What follows belongs to an exercise in optimizing a design on an open flow for small area, a short achievable clock period and few clock cycles per item; a production flow would make more cautious choices. At most, simulation tests tie the RTL to the original design; equivalence was not proved. Power is estimated from default activity; no workload was simulated.

==> inputs of job 9983 <==
==> flow/design.v (excerpt) <==
module Datapath #(parameter N = 8) (
    input  [N-1:0]   a_in,
    input  [N-1:0]   b_in,
    output [2*N-1:0] result,
    input            clk,
    input            reset,
    input            start,
    output           done
);
==> flow/config.mk <==
export PLATFORM = sky130hd
export DESIGN_NAME = Datapath
export DESIGN_NICKNAME = Datapath
export VERILOG_FILES = /design/flow/design.v
export SDC_FILE = /design/flow/constraint.sdc
export NUM_CORES = 4
export LEC_CHECK = 0
export CAP_MARGIN = 20
export CORE_MARGIN = 2
export CORE_UTILIZATION = 40
export SLEW_MARGIN = 20
export SYNTH_HIERARCHICAL = 1
export SYNTH_MINIMUM_KEEP_SIZE = 0
==> flow/constraint.sdc <==
create_clock -name core_clock -period 5.0 [get_ports {clk}]
set_input_delay 1.0000 -clock core_clock [delete_from_list [all_inputs] [get_ports {clk}]]
set_output_delay 1.0000 -clock core_clock [all_outputs]
set_load 0.01 [all_outputs]
standard.sh (not shown) runs the stock make flow with config.mk's settings and CLKGATE_MAP_FILE= SYNTH_SCRIPT=/design/flow/synth_recipe.tcl, a recipe that flattens the netlist after the stock synthesis.
==> flow/flow/run.sh <==
#!/bin/bash
# Own flow: the standard layout with buf_2 port buffers; after placement the
# output-port buffers (which drive only the port) are swapped to buf_1.
set -e
cp standard.sh standard_sh.log
cp config.mk config_mk.log
export BUFFER_PORTS_ARGS="-buffer_cell sky130_fd_sc_hd__buf_2"
bash standard.sh place > standard_place.log 2>&1
ODB=$PWD/orfs/results/$FLOW_PLATFORM/Datapath/base/3_place.odb openroad -no_init -exit flow/outbuf.tcl > outbuf.log 2>&1
bash standard.sh finish > standard.log 2>&1
==> flow/flow/outbuf.tcl <==
read_db $::env(ODB)
set block [ord::get_db_block]
set m [[ord::get_db] findMaster sky130_fd_sc_hd__buf_1]
set n 0
foreach inst [$block getInsts] {
  if {[string match "output*" [$inst getName]] && [[$inst getMaster] getName] eq "sky130_fd_sc_hd__buf_2"} {
    $inst swapMaster $m
    incr n
  }
}
puts "swapped $n output buffers"
write_db $::env(ODB)
==> job 3850 (differences from job 9983) <==
--- a/flow/design.v
+++ b/flow/design.v
@@ -54,13 +54,13 @@
         if (reset)
             done_r <= 1'b0;
         else if (start)
             done_r <= 1'b1;
     end
     assign done = done_r;
-    wire p1, p2, p3, p4, p5, p6, p7, p8, p9, p10, p11, p12, p13, p14, p15, p16, p17, p18, p19, p20, p21, p22, p23, p24, p25, p26, p27, p28, p29, p30, p31, p32, p33, p34, p35, p36, p37, p38, p39, p40, p41, p42, p43, p44, p45, p46, p47, p48, p49, p50, p51, p52, p53, p54, p55, p56, p57, p58, p59, p60, p61, p62, p63, p64, s65, c66, s67, c68, s69, c70, s71, c72, s73, c74, s75, c76, s77, c78, s79, c80, s81, c82, s83, c84, s85, c86, s87, c88, s89, c90, s91, c92, s93, c94, s95, c96, s97, c98, s99, c100, s101, c102, s103, c104, s105, c106, s107, c108, s109, c110, s111, c112, s113, c114, s115, c116, s117, c118, s119, c120, s121, c122, s123, c124, s125, c126, s127, c128, s129, c130, s131, c132, s133, c134, s135, c136, s137, c138, s139, c140, s141, c142, s143, c144, s145, c146, s147, c148, s149, c150, s151, c152, s153, c154, s155, c156, s157, c158, s67x, s71x, s73x, s77x, s79x, s81x, s85x, s87x, s95x, s97x, s105x, s107x, s129x;
+    wire p1, p2, p3, p4, p5, p6, p7, p8, p9, p10, p11, p12, p13, p14, p15, p16, p17, p18, p19, p20, p21, p22, p23, p24, p25, p26, p27, p28, p29, p30, p31, p32, p33, p34, p35, p36, p37, p38, p39, p40, p41, p42, p43, p44, p45, p46, p47, p48, p49, p50, p51, p52, p53, p54, p55, p56, p57, p58, p59, p60, p61, p62, p63, p64, s65, c66, s67, c68, s69, c70, s71, c72, s73, c74, s75, c76, s77, c78, s79, c80, s81, c82, s83, c84, s85, c86, s87, c88, s89, c90, s91, c92, s93, c94, s95, c96, s97, c98, s99, c100, s101, c102, s103, c104, s105, c106, s107, c108, s109, c110, s111, c112, s113, c114, s115, c116, s117, c118, s119, c120, s121, c122, s123, c124, s125, c126, s127, c128, s129, c130, s131, c132, s133, c134, s135, c136, s137, c138, s139, c140, s141, c142, s143, c144, s145, c146, s147, c148, s149, c150, s151, c152, s153, c154, s155, c156, s157, c158, s67x, s71x, s73x, s79x, s81x, s91x, s101x, s103x, s113x, s125x, s127x, s135x, s137x, s143x, s145x, s151x;
     assign p1 = a_in[0] & b_in[0];
     assign p2 = ~(a_in[0] & b_in[1]);
     assign p3 = ~(a_in[0] & b_in[2]);
     assign p4 = ~(a_in[0] & b_in[3]);
     assign p5 = ~(a_in[0] & b_in[4]);
     assign p6 = ~(a_in[0] & b_in[5]);
@@ -134,73 +134,79 @@
     mj3 uc72 (.a(p4), .b(p11), .c(p18), .y(c72));
     xo2 us73x (.a(p25), .b(c68), .y(s73x));
     xo2 us73 (.a(s73x), .b(s71), .y(s73));
     mj3 uc74 (.a(p25), .b(c68), .c(s71), .y(c74));
     xo2 us75 (.a(c70), .b(s73), .y(s75));
     or2 uc76 (.a(c70), .b(s73), .y(c76));
-    xo2 us77x (.a(p5), .b(p12), .y(s77x));
-    xo2 us77 (.a(s77x), .b(p19), .y(s77));
-    mj3 uc78 (.a(p5), .b(p12), .c(p19), .y(c78));
+    fa3 us77 (.a(p5), .b(p12), .ci(p19), .s(s77), .co(c78));
     xo2 us79x (.a(p26), .b(p33), .y(s79x));
     xo2 us79 (.a(s79x), .b(c72), .y(s79));
     mj3 uc80 (.a(p26), .b(p33), .c(c72), .y(c80));
     xo2 us81x (.a(s77), .b(s79), .y(s81x));
     xo2 us81 (.a(s81x), .b(c74), .y(s81));
     mj3 uc82 (.a(s77), .b(s79), .c(c74), .y(c82));
     xo2 us83 (.a(c76), .b(s81), .y(s83));
     or2 uc84 (.a(c76), .b(s81), .y(c84));
-    xo2 us85x (.a(p6), .b(p13), .y(s85x));
-    xo2 us85 (.a(s85x), .b(p20), .y(s85));
-    mj3 uc86 (.a(p6), .b(p13), .c(p20), .y(c86));
-    xo2 us87x (.a(p27), .b(p34), .y(s87x));
-    xo2 us87 (.a(s87x), .b(p41), .y(s87));
-    mj3 uc88 (.a(p27), .b(p34), .c(p41), .y(c88));
+    fa3 us85 (.a(p6), .b(p13), .ci(p20), .s(s85), .co(c86));
+    fa3 us87 (.a(p27), .b(p34), .ci(p41), .s(s87), .co(c88));
     fa3 us89 (.a(c78), .b(s85), .ci(s87), .s(s89), .co(c90));
-    fa3 us91 (.a(c80), .b(s89), .ci(c82), .s(s91), .co(c92));
+    xo2 us91x (.a(c80), .b(s89), .y(s91x));
+    xo2 us91 (.a(s91x), .b(c82), .y(s91));
+    mj3 uc92 (.a(c80), .b(s89), .c(c82), .y(c92));
     xo2 us93 (.a(c84), .b(s91), .y(s93));
     or2 uc94 (.a(c84), .b(s91), .y(c94));
-    xo2 us95x (.a(p7), .b(p14), .y(s95x));
-    xo2 us95 (.a(s95x), .b(p21), .y(s95));
-    mj3 uc96 (.a(p7), .b(p14), .c(p21), .y(c96));
-    xo2 us97x (.a(p28), .b(p35), .y(s97x));
-    xo2 us97 (.a(s97x), .b(p42), .y(s97));
-    mj3 uc98 (.a(p28), .b(p35), .c(p42), .y(c98));
+    fa3 us95 (.a(p7), .b(p14), .ci(p21), .s(s95), .co(c96));
+    fa3 us97 (.a(p28), .b(p35), .ci(p42), .s(s97), .co(c98));
     fa3 us99 (.a(p49), .b(c86), .ci(c88), .s(s99), .co(c100));
-    fa3 us101 (.a(s95), .b(s97), .ci(c90), .s(s101), .co(c102));
-    fa3 us103 (.a(s99), .b(s101), .ci(c92), .s(s103), .co(c104));
-    xo2 us105x (.a(p8), .b(p15), .y(s105x));
-    xo2 us105 (.a(s105x), .b(p22), .y(s105));
-    mj3 uc106 (.a(p8), .b(p15), .c(p22), .y(c106));
-    xo2 us107x (.a(p29), .b(p36), .y(s107x));
-    xo2 us107 (.a(s107x), .b(p43), .y(s107));
-    mj3 uc108 (.a(p29), .b(p36), .c(p43), .y(c108));
+    xo2 us101x (.a(s95), .b(s97), .y(s101x));
+    xo2 us101 (.a(s101x), .b(c90), .y(s101));
+    mj3 uc102 (.a(s95), .b(s97), .c(c90), .y(c102));
+    xo2 us103x (.a(s99), .b(s101), .y(s103x));
+    xo2 us103 (.a(s103x), .b(c92), .y(s103));
+    mj3 uc104 (.a(s99), .b(s101), .c(c92), .y(c104));
+    fa3 us105 (.a(p8), .b(p15), .ci(p22), .s(s105), .co(c106));
+    fa3 us107 (.a(p29), .b(p36), .ci(p43), .s(s107), .co(c108));
     fa3 us109 (.a(p50), .b(p57), .ci(c96), .s(s109), .co(c110));
     fa3 us111 (.a(c98), .b(s105), .ci(s107), .s(s111), .co(c112));
-    fa3 us113 (.a(s109), .b(c100), .ci(s111), .s(s113), .co(c114));
+    xo2 us113x (.a(s109), .b(c100), .y(s113x));
+    xo2 us113 (.a(s113x), .b(s111), .y(s113));
+    mj3 uc114 (.a(s109), .b(c100), .c(s111), .y(c114));
     xn2 us115 (.a(c102), .b(s113), .y(s115));
     or2 uc116 (.a(c102), .b(s113), .y(c116));
     ha2 us117 (.a(p16), .b(p23), .s(s117), .co(c118));
     fa3 us119 (.a(p30), .b(p37), .ci(p44), .s(s119), .co(c120));
     fa3 us121 (.a(p51), .b(p58), .ci(c106), .s(s121), .co(c122));
     fa3 us123 (.a(c108), .b(s117), .ci(s119), .s(s123), .co(c124));
-    fa3 us125 (.a(c110), .b(s121), .ci(c112), .s(s125), .co(c126));
-    fa3 us127 (.a(s123), .b(s125), .ci(c114), .s(s127), .co(c128));
-    xo2 us129x (.a(p24), .b(p31), .y(s129x));
-    xo2 us129 (.a(s129x), .b(p38), .y(s129));
-    mj3 uc130 (.a(p24), .b(p31), .c(p38), .y(c130));
+    xo2 us125x (.a(c110), .b(s121), .y(s125x));
+    xo2 us125 (.a(s125x), .b(c112), .y(s125));
+    mj3 uc126 (.a(c110), .b(s121), .c(c112), .y(c126));
+    xo2 us127x (.a(s123), .b(s125), .y(s127x));
+    xo2 us127 (.a(s127x), .b(c114), .y(s127));
+    mj3 uc128 (.a(s123), .b(s125), .c(c114), .y(c128));
+    fa3 us129 (.a(p24), .b(p31), .ci(p38), .s(s129), .co(c130));
     fa3 us131 (.a(p45), .b(p52), .ci(p59), .s(s131), .co(c132));
     fa3 us133 (.a(c118), .b(c120), .ci(s129), .s(s133), .co(c134));
-    fa3 us135 (.a(s131), .b(c122), .ci(c124), .s(s135), .co(c136));
-    fa3 us137 (.a(s133), .b(c126), .ci(s135), .s(s137), .co(c138));
+    xo2 us135x (.a(s131), .b(c122), .y(s135x));
+    xo2 us135 (.a(s135x), .b(c124), .y(s135));
+    mj3 uc136 (.a(s131), .b(c122), .c(c124), .y(c136));
+    xo2 us137x (.a(s133), .b(c126), .y(s137x));
+    xo2 us137 (.a(s137x), .b(s135), .y(s137));
+    mj3 uc138 (.a(s133), .b(c126), .c(s135), .y(c138));
     fa3 us139 (.a(p32), .b(p39), .ci(p46), .s(s139), .co(c140));
     fa3 us141 (.a(p53), .b(p60), .ci(c130), .s(s141), .co(c142));
-    fa3 us143 (.a(c132), .b(s139), .ci(s141), .s(s143), .co(c144));
-    fa3 us145 (.a(c134), .b(s143), .ci(c136), .s(s145), .co(c146));
+    xo2 us143x (.a(c132), .b(s139), .y(s143x));
+    xo2 us143 (.a(s143x), .b(s141), .y(s143));
+    mj3 uc144 (.a(c132), .b(s139), .c(s141), .y(c144));
+    xo2 us145x (.a(c134), .b(s143), .y(s145x));
+    xo2 us145 (.a(s145x), .b(c136), .y(s145));
+    mj3 uc146 (.a(c134), .b(s143), .c(c136), .y(c146));
     fa3 us147 (.a(p40), .b(p47), .ci(p54), .s(s147), .co(c148));
     fa3 us149 (.a(p61), .b(c140), .ci(s147), .s(s149), .co(c150));
-    fa3 us151 (.a(c142), .b(s149), .ci(c144), .s(s151), .co(c152));
+    xo2 us151x (.a(c142), .b(s149), .y(s151x));
+    xo2 us151 (.a(s151x), .b(c144), .y(s151));
+    mj3 uc152 (.a(c142), .b(s149), .c(c144), .y(c152));
     fa3 us153 (.a(p48), .b(p55), .ci(p62), .s(s153), .co(c154));
     fa3 us155 (.a(c148), .b(s153), .ci(c150), .s(s155), .co(c156));
     fa3 us157 (.a(p56), .b(p63), .ci(c154), .s(s157), .co(c158));
     reg r_p1, r_s65, r_s69, r_s75, r_s83, r_s93, r_c94, r_s103, r_s115, r_c104, r_c116, r_s127, r_c128, r_s137, r_c138, r_s145, r_s151, r_c146, r_s155, r_c152, r_s157, r_c156, r_p64, r_c158;
     always @(posedge clk) begin
         if (start) begin
- ABC_AREA: not set -> 1
==> comparison table <==
item                                                                      job 9983     job 3850
Clock power frac                                                             0.112        0.110
Vias per cell                                                                 4.71         4.27
Switching power as a share of total power                                    0.392        0.462
Clock network area share                                                    0.0168       0.0129
Power Dens Cells                                                       383 nW/um^2  295 nW/um^2
Worst setup slack for register-to-register paths                           4230 ps      4220 ps
Power in combinational cells                                              0.578 mW     0.630 mW
Initial core utilization                                                     0.419        0.416
Simple-gate portion of the synthesized area                                  0.163        0.406
Share of synthesized area occupied by flip-flops and latches                 0.295        0.217
Cell Count, Final, Fillers Out                                                 327          690
Share of cell area taken by multi-input logic gates                          0.611        0.538
Worst voltage drop across the vdd grid                                  0.000214 V  0.0000834 V
Post-route cell area                                                    2680 sq um   3580 sq um
Depth of the critical timing path with buffers and inverters included            8           16
Min Tclk post-route                                                        3140 ps      2910 ps
Area of the placeable core                                              6030 sq um   8260 sq um
Number of multi-input logic gates                                              187          367
Horizontal extent of the die                                               83.5 um      96.6 um
Final RePlAce weighted congestion                                            0.809        0.811
Result of the run                                 no timing/DRC/antenna violations  no timing/DRC/antenna violations
Routing usage on met3                                                       0.0138      0.00650
Number of placed instances with taps included                                  323          686
Testbench counts of job 3850, summed over its fixed seeds: cycles 3,200, items 3,200.
Function not checked in job 9983: the RTL went through the layout flow alone.

[afterwards: timing with drivers on the ports]
How much do the figures lean on ideal ports? The routed layouts below were timed once more, with nothing changed but the port constraints. Step 1 (the two cells are an assumption about what drives the block):
set clk [get_ports {clk}]
set_driving_cell -lib_cell sky130_fd_sc_hd__clkbuf_16 $clk
set_driving_cell -lib_cell sky130_fd_sc_hd__buf_2 [delete_from_list [all_inputs] $clk]
Step 2 adds t to the input delays and takes it off the output delays; t is the mean of the earliest and latest rising clock arrival at the registers after step 1. Input paths then give back, and output paths get back, about the clock's delay inside the block. a / b / c = no drivers / after step 1 / after step 2; a / b = the first two.
run	t, ns	setup slack, ns	slew at the worst register clock pin (ns)
job 9983	0.288	1.862 / 1.867 / 1.579	0.08 / 0.08
job 3850	0.287	2.092 / 2.098 / 1.810	0.08 / 0.08
After both steps setup and hold are still met in every run listed. The setup slack of job 9983, which loses most, moves by +0.005 ns with the drivers and by -0.283 ns with both steps.
